Background: an optimization exercise with open tools, aiming at a short achievable clock period and few clock cycles. Do not read the settings as production practice.
At most, simulation tests tie the RTL to the original design; equivalence was not proved.
No activity file was given, so power comes from the tool's default toggle rates.

== rev 12 ==
## hw5_cpu
module hw5_cpu(
  clk,
  rst_n,
  imem_addr,
  imem_data,
  dmem_addr,
  dmem_we,
  dmem_wdata,
  dmem_rdata,
  LEDR, LEDG,
  HEX0, HEX1, HEX2, HEX3
);
input clk;
input rst_n;
output [9:0] imem_addr;
input [32-1:0] imem_data;
output [9:0] dmem_addr;
output dmem_we;
output [16-1:0] dmem_wdata;
input [16-1:0] dmem_rdata;
output [9:0] LEDR;
output [7:0] LEDG;
output [6:0] HEX0, HEX1, HEX2, HEX3;
reg rst_q;
always @(posedge clk)
  rst_q <= rst_n;
reg [15:0] pc_f;
reg        x_v;
reg [15:0] x_pc4;                   
reg        x_sum, x_and, x_link;    
reg        x_wreg, x_load, x_store;
reg        x_jmp, x_jsrr, x_movi;
reg        x_pv;                    
reg [15:0] x_pval;                  
reg [3:0]  x_rd;
reg [15:0] x_b, x_c, x_a;           
reg        x_bm, x_cm, x_am;        
reg        m_wreg;
reg        m_load;
reg        m_we;
reg [3:0]  m_rd;
reg [15:0] m_res;
reg [15:0] m_sdata;
reg        w_wreg;
reg [3:0]  w_rd;
reg [15:0] w_res;
reg [15:0] lr;                      
reg [15:0] rf [0:15];
reg [2:0]  cc;
reg [9:0]  ledr_q;
reg [7:0]  ledg_q;
reg [6:0]  hex0_q, hex1_q, hex2_q, hex3_q;
assign imem_addr  = pc_f[11:2];
assign dmem_addr  = m_res[9:0];
assign dmem_we    = m_we;
assign dmem_wdata = m_sdata;
assign LEDR = ledr_q;
assign LEDG = ledg_q;
assign HEX0 = hex0_q;
assign HEX1 = hex1_q;
assign HEX2 = hex2_q;
assign HEX3 = hex3_q;
wire [7:0]  f_op  = imem_data[31:24];
wire [3:0]  f_ra  = imem_data[23:20];
wire [3:0]  f_rb  = imem_data[19:16];
  ...
For scale: about 2700 cells after synthesis, ~130 I/O pins, ~0.030 sq mm of cells after synthesis.
Settings: LEC_CHECK=0, CAP_MARGIN=20, CORE_MARGIN=2, CORE_UTILIZATION=40, SLEW_MARGIN=20, TNS_END_PERCENT=20; clock period 12.0 ns.
standard.sh (not shown) runs the stock make flow with config.mk's settings and CLKGATE_MAP_FILE= SYNTH_SCRIPT=/design/flow/synth_recipe.tcl, a recipe that flattens the netlist after the stock synthesis.
==> flow/flow/run.sh <==
#!/bin/bash
# The standard layout, with timing repair aimed below the design's period.
set -euo pipefail
bash standard.sh SETUP_SLACK_MARGIN=8.5 finish > flow.log 2>&1
Modified inputs, rev 13 compared to rev 12
- TNS_END_PERCENT: 20 -> 10
-- flow/flow/run.sh --
<<< rev 12, line 4
bash standard.sh SETUP_SLACK_MARGIN=8.5 finish > flow.log 2>&1
>>> rev 13, line 4
bash standard.sh SETUP_SLACK_MARGIN=9 finish > flow.log 2>&1
--- outcome ---
Going from rev 12 to rev 13, cell area saw a decrease, power after layout saw an increase. Rev 13 reached the end of the flow, and the finished layout is clean on the timing, DRC and antenna checks. Of the two values seen for end point of the critical path, pc_f[14] was produced by rev 13 and pc_f[7] by rev 12. Higher critical path depth goes to rev 13 over rev 12.
Function was not checked in any run of this note: the RTL went through the layout flow alone.


## job 4523
hw5_cpu, a different RTL version from the one above (not shown whole).
Size: roughly 2700 cells after synthesis, about 500 flip-flops, ~130 I/O pins, about 30000 µm² of cells after synthesis.
Settings: LEC_CHECK=0, CAP_MARGIN=20, CORE_MARGIN=2, CORE_UTILIZATION=40, SLEW_MARGIN=20, TNS_END_PERCENT=10; clock period 12.0 ns.
==> flow/flow/run.sh <==
#!/bin/bash
# The standard layout, with timing repair aimed below the design's period.
set -euo pipefail
bash standard.sh SETUP_SLACK_MARGIN=8.0 finish > flow.log 2>&1
Job 4523: flow completed, timing, DRC and antenna clean
Testbench counts of job 4523, summed over its fixed seeds: cycles 19,565.
> inputs changed (job 4523 -> job 2994)
==> flow/flow/run.sh <==
#!/bin/bash
# The standard layout, with timing repair aimed below the design's period.
set -euo pipefail
bash standard.sh SETUP_SLACK_MARGIN=9 MATCH_CELL_FOOTPRINT=0 finish > flow.log 2>&1
Job 4523 closes out successfully: all stages finished, all timing, DRC and antenna checks passed.
Job 2994 has completed all stages; timing, DRC and antenna checks passed.
Share of power burned in combinational logic was lower in the run labelled job 4523.
The routed wire length of job 2994 was inferior to that of job 4523.
Job 2994 does worse than job 4523 on via count.
Delta (job 2994 minus job 4523): pin count of the biggest net entering global routing now larger; final cell count without fillers +122; first-iteration DRC count picked up an extra 459.
Comparing job 4523 and job 2994, the lower cell area was measured on job 4523.
Changes observed in job 2994 relative to job 4523: count of cell instances traversed by the critical path saw an increase, sequential fraction of total cell area saw a decrease, worst setup slack now sits higher.
#### Input delta (job 6922 over job 2994)
- changing CORE_UTILIZATION from 40 to 30
==> flow/flow/run.sh <==
#!/bin/bash
# The standard layout, with timing repair aimed below the design's period.
set -euo pipefail
bash standard.sh SETUP_SLACK_MARGIN=8.5 finish > flow.log 2>&1
==> results.txt <==
- Per the comparison of job 6922 with job 2994, final area has remained practically unchanged; worst-case setup margin in the final layout went down; proportion of cell area occupied by multi-input gates went down; total wirelength of the detailed-routed design decreased about 1.7%.
- Final-layout worst hold slack of job 2994 is on par with job 6922.
- Relative to job 2994, first-pass GRT wire length decreased by 6.5 mm in job 6922.
Inputs modified between job 6922 and job 8049:
- a change of CORE_UTILIZATION from 30 to 40
==> flow/flow/run.sh <==
#!/bin/bash
# The standard layout, with timing repair aimed below the design's period.
set -euo pipefail
bash standard.sh SETUP_SLACK_MARGIN=8.5 MATCH_CELL_FOOTPRINT=0 finish > flow.log 2>&1
## What came out
- Job 6922 was larger in final cell area than job 8049.
- Re fraction of area in clock buffers and inverters: job 8049 and job 6922 aren't equal, and the higher value belongs to job 8049.
- Flip-flop and latch share of the layout cell area: job 8049 vs job 6922 up 0.75 points
- [job 8049 vs job 6922] number of antenna violations at the first check in global routing: lower in job 8049


## run A
Another version of the RTL of hw5_cpu (not shown whole).
For scale: ~2700 cells after synthesis, about 500 flip-flops, roughly 30000 sq um of cells after synthesis.
==> flow/config.mk <==
export PLATFORM = sky130hd
export DESIGN_NAME = hw5_cpu
export DESIGN_NICKNAME = hw5_cpu
export VERILOG_FILES = /design/flow/design.v
export SDC_FILE = /design/flow/constraint.sdc
export NUM_CORES = 4
export LEC_CHECK = 0
export CAP_MARGIN = 20
export CORE_MARGIN = 2
export CORE_UTILIZATION = 40
export SLEW_MARGIN = 20
export TNS_END_PERCENT = 10
==> flow/constraint.sdc <==
create_clock -name core_clock -period 12.0 [get_ports {clk}]
set_input_delay 2.4000 -clock core_clock [delete_from_list [all_inputs] [get_ports {clk}]]
set_output_delay 2.4000 -clock core_clock [all_outputs]
set_load 0.01 [all_outputs]
==> flow/flow/run.sh <==
#!/bin/bash
# The standard layout, with timing repair aimed below the design's period.
set -euo pipefail
bash standard.sh SETUP_SLACK_MARGIN=8.5 finish > flow.log 2>&1
Both conditions hold for run A: the flow ran to the end and the final layout passed the timing, DRC and antenna checks.
#### Input delta (run B over run A)
==> flow/flow/run.sh <==
#!/bin/bash
# The standard layout, with timing repair aimed below the design's period.
# The standard synthesis runs first, unchanged; the layout after it also
# keeps the delay cells out, so that port buffers are not delay cells.
set -euo pipefail
bash standard.sh synth > synth.log 2>&1
bash standard.sh SETUP_SLACK_MARGIN=8.5 "DONT_USE_CELLS=sky130_fd_sc_hd__probe_p_8 sky130_fd_sc_hd__probec_p_8 sky130_fd_sc_hd__lpflow_bleeder_1 sky130_fd_sc_hd__lpflow_clkbufkapwr_1 sky130_fd_sc_hd__lpflow_clkbufkapwr_16 sky130_fd_sc_hd__lpflow_clkbufkapwr_2 sky130_fd_sc_hd__lpflow_clkbufkapwr_4 sky130_fd_sc_hd__lpflow_clkbufkapwr_8 sky130_fd_sc_hd__lpflow_clkinvkapwr_1 sky130_fd_sc_hd__lpflow_clkinvkapwr_16 sky130_fd_sc_hd__lpflow_clkinvkapwr_2 sky130_fd_sc_hd__lpflow_clkinvkapwr_4 sky130_fd_sc_hd__lpflow_clkinvkapwr_8 sky130_fd_sc_hd__lpflow_decapkapwr_12 sky130_fd_sc_hd__lpflow_decapkapwr_3 sky130_fd_sc_hd__lpflow_decapkapwr_4 sky130_fd_sc_hd__lpflow_decapkapwr_6 sky130_fd_sc_hd__lpflow_decapkapwr_8 sky130_fd_sc_hd__lpflow_inputiso0n_1 sky130_fd_sc_hd__lpflow_inputiso0p_1 sky130_fd_sc_hd__lpflow_inputiso1n_1 sky130_fd_sc_hd__lpflow_inputiso1p_1 sky130_fd_sc_hd__lpflow_inputisolatch_1 sky130_fd_sc_hd__lpflow_isobufsrc_1 sky130_fd_sc_hd__lpflow_isobufsrc_16 sky130_fd_sc_hd__lpflow_isobufsrc_2 sky130_fd_sc_hd__lpflow_isobufsrc_4 sky130_fd_sc_hd__lpflow_isobufsrc_8 sky130_fd_sc_hd__lpflow_isobufsrckapwr_16 sky130_fd_sc_hd__lpflow_lsbuf_lh_hl_isowell_tap_1 sky130_fd_sc_hd__lpflow_lsbuf_lh_hl_isowell_tap_2 sky130_fd_sc_hd__lpflow_lsbuf_lh_hl_isowell_tap_4 sky130_fd_sc_hd__lpflow_lsbuf_lh_isowell_4 sky130_fd_sc_hd__lpflow_lsbuf_lh_isowell_tap_1 sky130_fd_sc_hd__lpflow_lsbuf_lh_isowell_tap_2 sky130_fd_sc_hd__lpflow_lsbuf_lh_isowell_tap_4 sky130_fd_sc_hd__clkdlybuf4s15_1 sky130_fd_sc_hd__clkdlybuf4s15_2 sky130_fd_sc_hd__clkdlybuf4s18_1 sky130_fd_sc_hd__clkdlybuf4s18_2 sky130_fd_sc_hd__clkdlybuf4s25_1 sky130_fd_sc_hd__clkdlybuf4s25_2 sky130_fd_sc_hd__clkdlybuf4s50_1 sky130_fd_sc_hd__clkdlybuf4s50_2 sky130_fd_sc_hd__dlygate4sd1_1 sky130_fd_sc_hd__dlygate4sd2_1 sky130_fd_sc_hd__dlygate4sd3_1 sky130_fd_sc_hd__dlymetal6s2s_1 sky130_fd_sc_hd__dlymetal6s4s_1 sky130_fd_sc_hd__dlymetal6s6s_1 " finish > flow.log 2>&1
[summary]
Run B vs. run A: vertical die dimension comparable, post-CTS repair timing setup buffer count now smaller, clock-buffer cell count now smaller, final total power now smaller, mapped cell area comparable.
Compared with run A, run B shows a final clock period utilization by the worst path that is 0.65 points higher.
On worst endpoint required time, run B and run A are basically level.
No functional check of the RTL was part of any run of this note.

==> re-timing with driven ports <==
No port has a modelled driver above. Below, the same layouts with a new extraction and two added sets of constraints.
Step 1 (the two cells are an assumption about what drives the block):
set clk [get_ports {clk}]
set_driving_cell -lib_cell sky130_fd_sc_hd__clkbuf_16 $clk
set_driving_cell -lib_cell sky130_fd_sc_hd__buf_2 [delete_from_list [all_inputs] $clk]
Step 2 moves the port delays by t, midway between the first and last clock arrival at a register: inputs arrive t later, outputs are due t later. That takes back most of the time a late clock gives input paths.
a / b / c = no drivers / after step 1 / after step 2; a / b = the first two.
run	t (ns)	setup slack, ns	worst setup path after step 2	worst register clock-pin slew, ns
rev 12	0.688	7.914 / 7.907 / 7.220	input to register	0.07 / 0.07
rev 13	0.703	7.853 / 7.868 / 7.165	input to register	0.07 / 0.07
job 4523	0.702	7.795 / 7.736 / 7.168	input to register	0.08 / 0.08
job 2994	0.684	8.015 / 7.851 / 7.167	input to register	0.07 / 0.07
job 6922	0.686	7.941 / 7.878 / 7.207	input to register	0.07 / 0.07
job 8049	0.697	7.961 / 7.900 / 7.255	input to register	0.07 / 0.07
run A	0.683	7.943 / 7.871 / 7.187	input to register	0.07 / 0.07
run B	0.686	7.865 / 7.871 / 7.185	input to register	0.07 / 0.07
After both steps setup and hold are still met in every run listed. The setup slack of job 2994, which loses most, moves by -0.164 ns with the drivers and by -0.848 ns with both steps.
